From an optimization exercise on the open Yosys and OpenROAD flow, aimed at small area; shortcuts taken in it are not production practice. At most, simulation tests tie the RTL to the original design; equivalence was not proved. The clock port is modelled as an ideal driver; clocking choices that lean on that would not hold on a real chip. No activity file was given, so power comes from the tool's default toggle rates.

Setup of the reference run:
==> flow/design.v (excerpt) <==
module flagteller(
        input uart,
        input clk_12,
        input rst,
        output uart2
);
Size: roughly 110 flip-flops.
export LEC_CHECK = 0
export CAP_MARGIN = 20
export CORE_MARGIN = 2
export CORE_UTILIZATION = 60
export CTS_BUF_LIST = sky130_fd_sc_hd__clkbuf_8
export CTS_CLUSTER_DIAMETER = 60
export CTS_CLUSTER_SIZE = 20
export PLACE_DENSITY = 0.7
export SLEW_MARGIN = 20
create_clock -name core_clock -period 5.0 [get_ports {clk_12}]
standard.sh (not shown) runs the stock make flow with config.mk's settings and CLKGATE_MAP_FILE= SYNTH_SCRIPT=/design/flow/synth_recipe.tcl, a recipe that flattens the netlist after the stock synthesis.
==> flow/flow/run.sh <==
#!/bin/bash
# Standard layout, except that clock tree synthesis inserts no dummy loads.
set -euo pipefail
export CTS_ARGS="-sink_clustering_enable -repair_clock_nets -dont_use_dummy_load -sink_clustering_size 20 -sink_clustering_max_diameter 60 -buf_list sky130_fd_sc_hd__clkbuf_8"
export RECOVER_POWER=100
bash standard.sh > standard.log 2>&1
The reference run ended with every stage complete and zero timing, DRC or antenna violations.
Inputs modified between the reference run and the trial run:
==> flow/flow/run.sh <==
#!/bin/bash
# Standard layout, except that clock tree synthesis inserts no dummy loads.
set -euo pipefail
export CTS_ARGS="-sink_clustering_enable -repair_clock_nets -dont_use_dummy_load -sink_clustering_size 20 -sink_clustering_max_diameter 60 -buf_list sky130_fd_sc_hd__clkbuf_8"
bash standard.sh > standard.log 2>&1
dc[2]$_SDFFE_PP0N_ as the first element of the critical path was reported by the reference run, and bi[2]$_DFFE_PP_ by the trial run. The reference run and the trial run ended up with nearly the same portion of the layout cell area used by clock cells. Compared the trial run against the reference run; initial core utilization within noise. The trial run reached the end of the flow, and the finished layout is clean on the timing, DRC and antenna checks. Looking only at total of fill cells in the finished design, and setting everything else aside, the lower value of the reference run and the trial run goes to the trial run. The trial run vs the reference run — first-iteration DRC count dropped by a few percent. From the reference run to the trial run the numbers moved as follows: total vias in the final route increased by 0.50% relative to the old numbers, arrival time of the worst setup path +0.12 ns, maximum frequency rose 15 MHz. Compared with the reference run, in the trial run final hold slack has remained practically unchanged; slack of the critical path +0.18 ns; combinational power share now larger. Sequential share of layout area in the trial run vs the reference run: down 0.29 points.

========
Another version of the RTL of flagteller (not shown whole).
Size: about 910 cells after synthesis, about 4 I/O pins, roughly 7300 um2 of cells after synthesis.
==> flow/design.v (excerpt) <==
module flagteller(
        input uart,
        input clk_12,
        input rst,
        output uart2
);
clock: 5.0 ns
lec_check: 0
abc_area: 1
cap_margin: 20
core_margin: 2
core_utilization: 60
cts_buf_list: sky130_fd_sc_hd__clkbuf_8
cts_cluster_diameter: 80
cts_cluster_size: 30
place_density: 0.7
slew_margin: 20
run.sh (not shown) runs the stock make flow with config.mk's settings and CLKGATE_MAP_FILE= SYNTH_SCRIPT=/design/flow/synth_recipe.tcl, a recipe that flattens the netlist after the stock synthesis.
Stock flow here: none of the scripts above is used.
Next try:
ABC_AREA = default   (was 1)
CTS_CLUSTER_DIAMETER = 60   (was 80)
CTS_CLUSTER_SIZE = 20   (was 30)
Final area shrinks by 2.2%.
Wire length falls by 6.2%.
Utilization drops by 1.1 points.
Synthesized cell count falls by 17%.
Count of clock-buffer cells in the layout went down by 1.
Via count is lower by 9.7%.
Total power falls by 18%.
Hold slack is worse by 0.016 ns.
Sequential power hardly moves.
Worst setup slack loses 0.082 ns.
Next try:
ABC_AREA = 1   (was default)
Power goes up by 22%.
Cell count goes up by 19%.
Die area goes up by 0.97%.
Via count goes up by 11%.
Non-clock buffer count goes down by 9.
Synthesized area goes up by 1.0%.
Sequential share of layout area goes down by 0.90 points.
Setup slack is better by 0.082 ns.
Design area goes up by 2.2%.
Global-route usage goes up by 0.81 points.
Flip-flop and latch count is unchanged.
No functional check of the RTL was part of any run of this note.

========
Another version of the RTL of flagteller (not shown whole).
Size in the first run: about 620 cells after synthesis, roughly 110 flip-flops, roughly 4 I/O pins, ~6300 um2 of cells after synthesis.
==> flow/config.mk <==
export PLATFORM = sky130hd
export DESIGN_NAME = flagteller
export DESIGN_NICKNAME = flagteller
export VERILOG_FILES = /design/flow/design.v
export SDC_FILE = /design/flow/constraint.sdc
export NUM_CORES = 4
export LEC_CHECK = 0
export CAP_MARGIN = 20
export CORE_MARGIN = 2
export CORE_UTILIZATION = 60
export CTS_BUF_LIST = sky130_fd_sc_hd__clkbuf_8
export CTS_CLUSTER_DIAMETER = 60
export CTS_CLUSTER_SIZE = 20
export PLACE_DENSITY = 0.7
export SLEW_MARGIN = 20
==> flow/constraint.sdc <==
create_clock -name core_clock -period 5.0 [get_ports {clk_12}]
set_input_delay 1.0000 -clock core_clock [delete_from_list [all_inputs] [get_ports {clk_12}]]
set_output_delay 1.0000 -clock core_clock [all_outputs]
set_load 0.01 [all_outputs]
standard.sh (not shown) runs the stock make flow with config.mk's settings and CLKGATE_MAP_FILE= SYNTH_SCRIPT=/design/flow/synth_recipe.tcl, a recipe that flattens the netlist after the stock synthesis.
==> flow/flow/run.sh <==
#!/bin/bash
# Standard layout, except that clock tree synthesis inserts no dummy loads.
set -euo pipefail
export CTS_ARGS="-sink_clustering_enable -repair_clock_nets -dont_use_dummy_load -sink_clustering_size 20 -sink_clustering_max_diameter 60 -buf_list sky130_fd_sc_hd__clkbuf_8"
export PRE_CTS_TCL="$(pwd)/flow/pre_cts.tcl"
bash standard.sh > standard.log 2>&1
==> flow/flow/pre_cts.tcl <==
configure_cts_characterization -max_slew 0.2
The first run finished with timing, DRC and antenna clean.
Next try:
==> flow/flow/run.sh (replaced) <==
#!/bin/bash
# Standard layout, except that clock tree synthesis inserts no dummy loads.
set -euo pipefail
export CTS_ARGS="-repair_clock_nets -dont_use_dummy_load -buf_list sky130_fd_sc_hd__clkbuf_8"
bash standard.sh > standard.log 2>&1
removed: flow/flow/pre_cts.tcl
After rerunning: The changed run went through all stages and came out clean; worst hold slack does not change; first-iteration DRC count stays the same; design area does not change.
Next try:
==> flow/flow/run.sh (replaced) <==
#!/bin/bash
# Standard layout, except that clock tree synthesis inserts no dummy loads.
set -euo pipefail
export CTS_ARGS="-sink_clustering_enable -repair_clock_nets -dont_use_dummy_load -sink_clustering_size 20 -sink_clustering_max_diameter 60 -buf_list sky130_fd_sc_hd__clkbuf_8"
export RECOVER_POWER=100
bash standard.sh > standard.log 2>&1
With this change the flow finished but failed the layout checks on capacitance limit, slew limit.
Sequential power barely changes.
Design area hardly moves.
Count of clock-buffer cells in the layout stays the same.
Cell count does not change.
Die area stays the same.
Setup slack degrades by 0.49 ns.
Clock skew stays flat.
Total power barely changes.
Next try:
--- a/flow/flow/run.sh
+++ b/flow/flow/run.sh
@@ -4,3 +4,2 @@
 export CTS_ARGS="-sink_clustering_enable -repair_clock_nets -dont_use_dummy_load -sink_clustering_size 20 -sink_clustering_max_diameter 60 -buf_list sky130_fd_sc_hd__clkbuf_8"
-export RECOVER_POWER=100
 bash standard.sh > standard.log 2>&1
=> Now the flow completed without violations; worst hold slack loses 0.0054 ns; total power barely changes; routed wire length is about the same; maximum frequency increases by 15%; setup slack improved by 0.49 ns; clock power is about the same; cell area is about the same; clock-buffer cell count is unchanged.
Next try:
--- a/flow/flow/run.sh
+++ b/flow/flow/run.sh
@@ -4,2 +4,3 @@
 export CTS_ARGS="-sink_clustering_enable -repair_clock_nets -dont_use_dummy_load -sink_clustering_size 20 -sink_clustering_max_diameter 60 -buf_list sky130_fd_sc_hd__clkbuf_8"
+export PRE_CTS_TCL="$(pwd)/flow/pre_cts.tcl"
 bash standard.sh > standard.log 2>&1
==> flow/flow/pre_cts.tcl (new file) <==
configure_cts_characterization -max_cap 0.15
Effect:
- die area stays the same
- utilization does not change
- maximum frequency is unchanged

========
green:
flagteller, a different RTL version from the one above (not shown whole).
Size: about 710 cells after synthesis, roughly 110 flip-flops, ~6800 sq um of cells after synthesis.
## flagteller
module flagteller(
        input uart,
        input clk_12,
        input rst,
        output uart2
);
==> flow/config.mk <==
export PLATFORM = sky130hd
export DESIGN_NAME = flagteller
export DESIGN_NICKNAME = flagteller
export VERILOG_FILES = /design/flow/design.v
export SDC_FILE = /design/flow/constraint.sdc
export NUM_CORES = 4
export LEC_CHECK = 0
export CAP_MARGIN = 20
export CORE_MARGIN = 2
export CORE_UTILIZATION = 60
export CTS_BUF_LIST = sky130_fd_sc_hd__clkbuf_8
export CTS_CLUSTER_DIAMETER = 60
export CTS_CLUSTER_SIZE = 20
export PLACE_DENSITY = 0.7
export SLEW_MARGIN = 20
==> flow/constraint.sdc <==
create_clock -name core_clock -period 5.0 [get_ports {clk_12}]
set_input_delay 1.0000 -clock core_clock [delete_from_list [all_inputs] [get_ports {clk_12}]]
set_output_delay 1.0000 -clock core_clock [all_outputs]
set_load 0.01 [all_outputs]
==> flow/flow/run.sh <==
#!/bin/bash
# Standard layout, except that clock tree synthesis inserts no dummy loads.
set -euo pipefail
export CTS_ARGS="-sink_clustering_enable -repair_clock_nets -dont_use_dummy_load -sink_clustering_size 40 -sink_clustering_max_diameter 200 -buf_list sky130_fd_sc_hd__clkbuf_8"
bash standard.sh > standard.log 2>&1
> inputs changed (green -> blue)
==> flow/flow/run.sh <==
#!/bin/bash
# Standard layout, except that clock tree synthesis inserts no dummy loads.
set -euo pipefail
export CTS_ARGS="-sink_clustering_enable -repair_clock_nets -dont_use_dummy_load -sink_clustering_size 20 -sink_clustering_max_diameter 60 -buf_list sky130_fd_sc_hd__clkbuf_8"
bash standard.sh > standard.log 2>&1
Findings:
- Deepest clock path buffer count delta (blue -> green): insignificant
- In terms of part of the power in the clock network, green and blue differ only marginally.
- As far as fraction of met1 tracks used by global routing goes, green and blue are indistinguishable; the numbers are identical.
- Comparing blue against green, there is no change at all in top-level I/O count.
- There was hardly any difference in area of the die between green and blue.
- Total detailed-routing wirelength: blue vs green identical

========
Starting RTL as in the previous note.
==> flow/config.mk <==
export PLATFORM = sky130hd
export DESIGN_NAME = flagteller
export DESIGN_NICKNAME = flagteller
export VERILOG_FILES = /design/flow/design.v
export SDC_FILE = /design/flow/constraint.sdc
export NUM_CORES = 4
export LEC_CHECK = 0
export CAP_MARGIN = 20
export CORE_MARGIN = 2
export CORE_UTILIZATION = 60
export CTS_BUF_LIST = sky130_fd_sc_hd__clkbuf_8
export CTS_CLUSTER_DIAMETER = 60
export CTS_CLUSTER_SIZE = 20
export PLACE_DENSITY = 0.7
export SLEW_MARGIN = 20
==> flow/constraint.sdc <==
create_clock -name core_clock -period 5.0 [get_ports {clk_12}]
set_input_delay 1.0000 -clock core_clock [delete_from_list [all_inputs] [get_ports {clk_12}]]
set_output_delay 1.0000 -clock core_clock [all_outputs]
set_load 0.01 [all_outputs]
run.sh (not shown) runs the stock make flow with config.mk's settings and CLKGATE_MAP_FILE= SYNTH_SCRIPT=/design/flow/synth_recipe.tcl, a recipe that flattens the netlist after the stock synthesis.
Stock flow here: none of the scripts above is used.
The starting point completed with no timing, DRC or antenna violations.
==> next run, changes <==
==> flow/flow/run.sh (new file) <==
#!/bin/bash
# Standard layout, except that clock tree synthesis inserts no dummy loads.
set -euo pipefail
export CTS_ARGS="-sink_clustering_enable -repair_clock_nets -dont_use_dummy_load -sink_clustering_size 40 -sink_clustering_max_diameter 200 -buf_list sky130_fd_sc_hd__clkbuf_16"
bash standard.sh > standard.log 2>&1
==> flow/standard.sh (new file) <==
#!/bin/bash
# synth_recipe.tcl (not shown) runs the flow's synth.tcl, then flattens the netlist and writes it again
# the make line also repeats each setting of config.mk as NAME=value (left out here)
make -C /OpenROAD-flow-scripts/flow DESIGN_CONFIG=/design/flow/config.mk WORK_HOME=/design/flow/orfs CLKGATE_MAP_FILE= SYNTH_SCRIPT=/design/flow/synth_recipe.tcl "${@:-finish}"
removed: flow/run.sh
The new run went through all stages and came out clean.
Total power rises slightly.
Sequential share of layout area falls by 0.14 points.
Setup slack is about the same.
Final cell count falls slightly.
Wire length falls slightly.
Core utilization rises by 0.21 points.
Clock-buffer cell count does not change.
Critical path depth is unchanged.
Non-clock buffer count stays the same.
Global-route usage stays flat.
Synthesized cell count does not change.

static timing again, ports no longer ideal:
No port has a modelled driver above. Below, the same layouts with a new extraction and two added sets of constraints.
Step 1, drivers: a clkbuf_16 drives clk_12 and a buf_2 each remaining input, both assumed.
Step 2 adds t to the input delays and takes it off the output delays; t is the mean of the earliest and latest rising clock arrival at the registers after step 1. Input paths then give back, and output paths get back, about the clock's delay inside the block.
Three values: ideal, step 1, step 2; two values: the first two.
| run | t (ns) | setup WS [ns] | worst setup path after step 2 | worst slew at a driven data input, ns |
|---|---|---|---|---|
| the reference run | 0.402 | 1.433 / 1.433 / 1.251 | input to register | 0.03 |
| the trial run | 0.404 | 1.618 / 1.618 / 1.566 | input to register | 0.03 |
| the first run of note 2 | 0.422 | 0.463 / 0.426 / 0.848 | register to output | 0.03 |
| the second run of note 2 | 0.425 | 0.380 / 0.344 / 0.770 | register to output | 0.03 |
| the third run of note 2 | 0.422 | 0.463 / 0.426 / 0.848 | register to output | 0.03 |
| the first run of note 3 | 0.413 | 1.771 / 1.771 / 1.554 | input to register | 0.03 |
| the second run of note 3 | 0.413 | 1.771 / 1.771 / 1.554 | input to register | 0.03 |
| the third run of note 3 | 0.414 | 1.284 / 1.284 / 1.284 | register to register | 0.03 |
| the fourth run of note 3 | 0.413 | 1.771 / 1.771 / 1.554 | input to register | 0.03 |
| the fifth run of note 3 | 0.413 | 1.771 / 1.771 / 1.554 | input to register | 0.03 |
| green | 0.415 | 1.693 / 1.693 / 1.668 | input to register | 0.03 |
| blue | 0.415 | 1.693 / 1.693 / 1.668 | input to register | 0.03 |
| the first run of note 5 | 0.430 | 1.696 / 1.696 / 1.696 | register to register | 0.03 |
| the second run of note 5 | 0.392 | 1.694 / 1.694 / 1.694 | register to register | 0.03 |
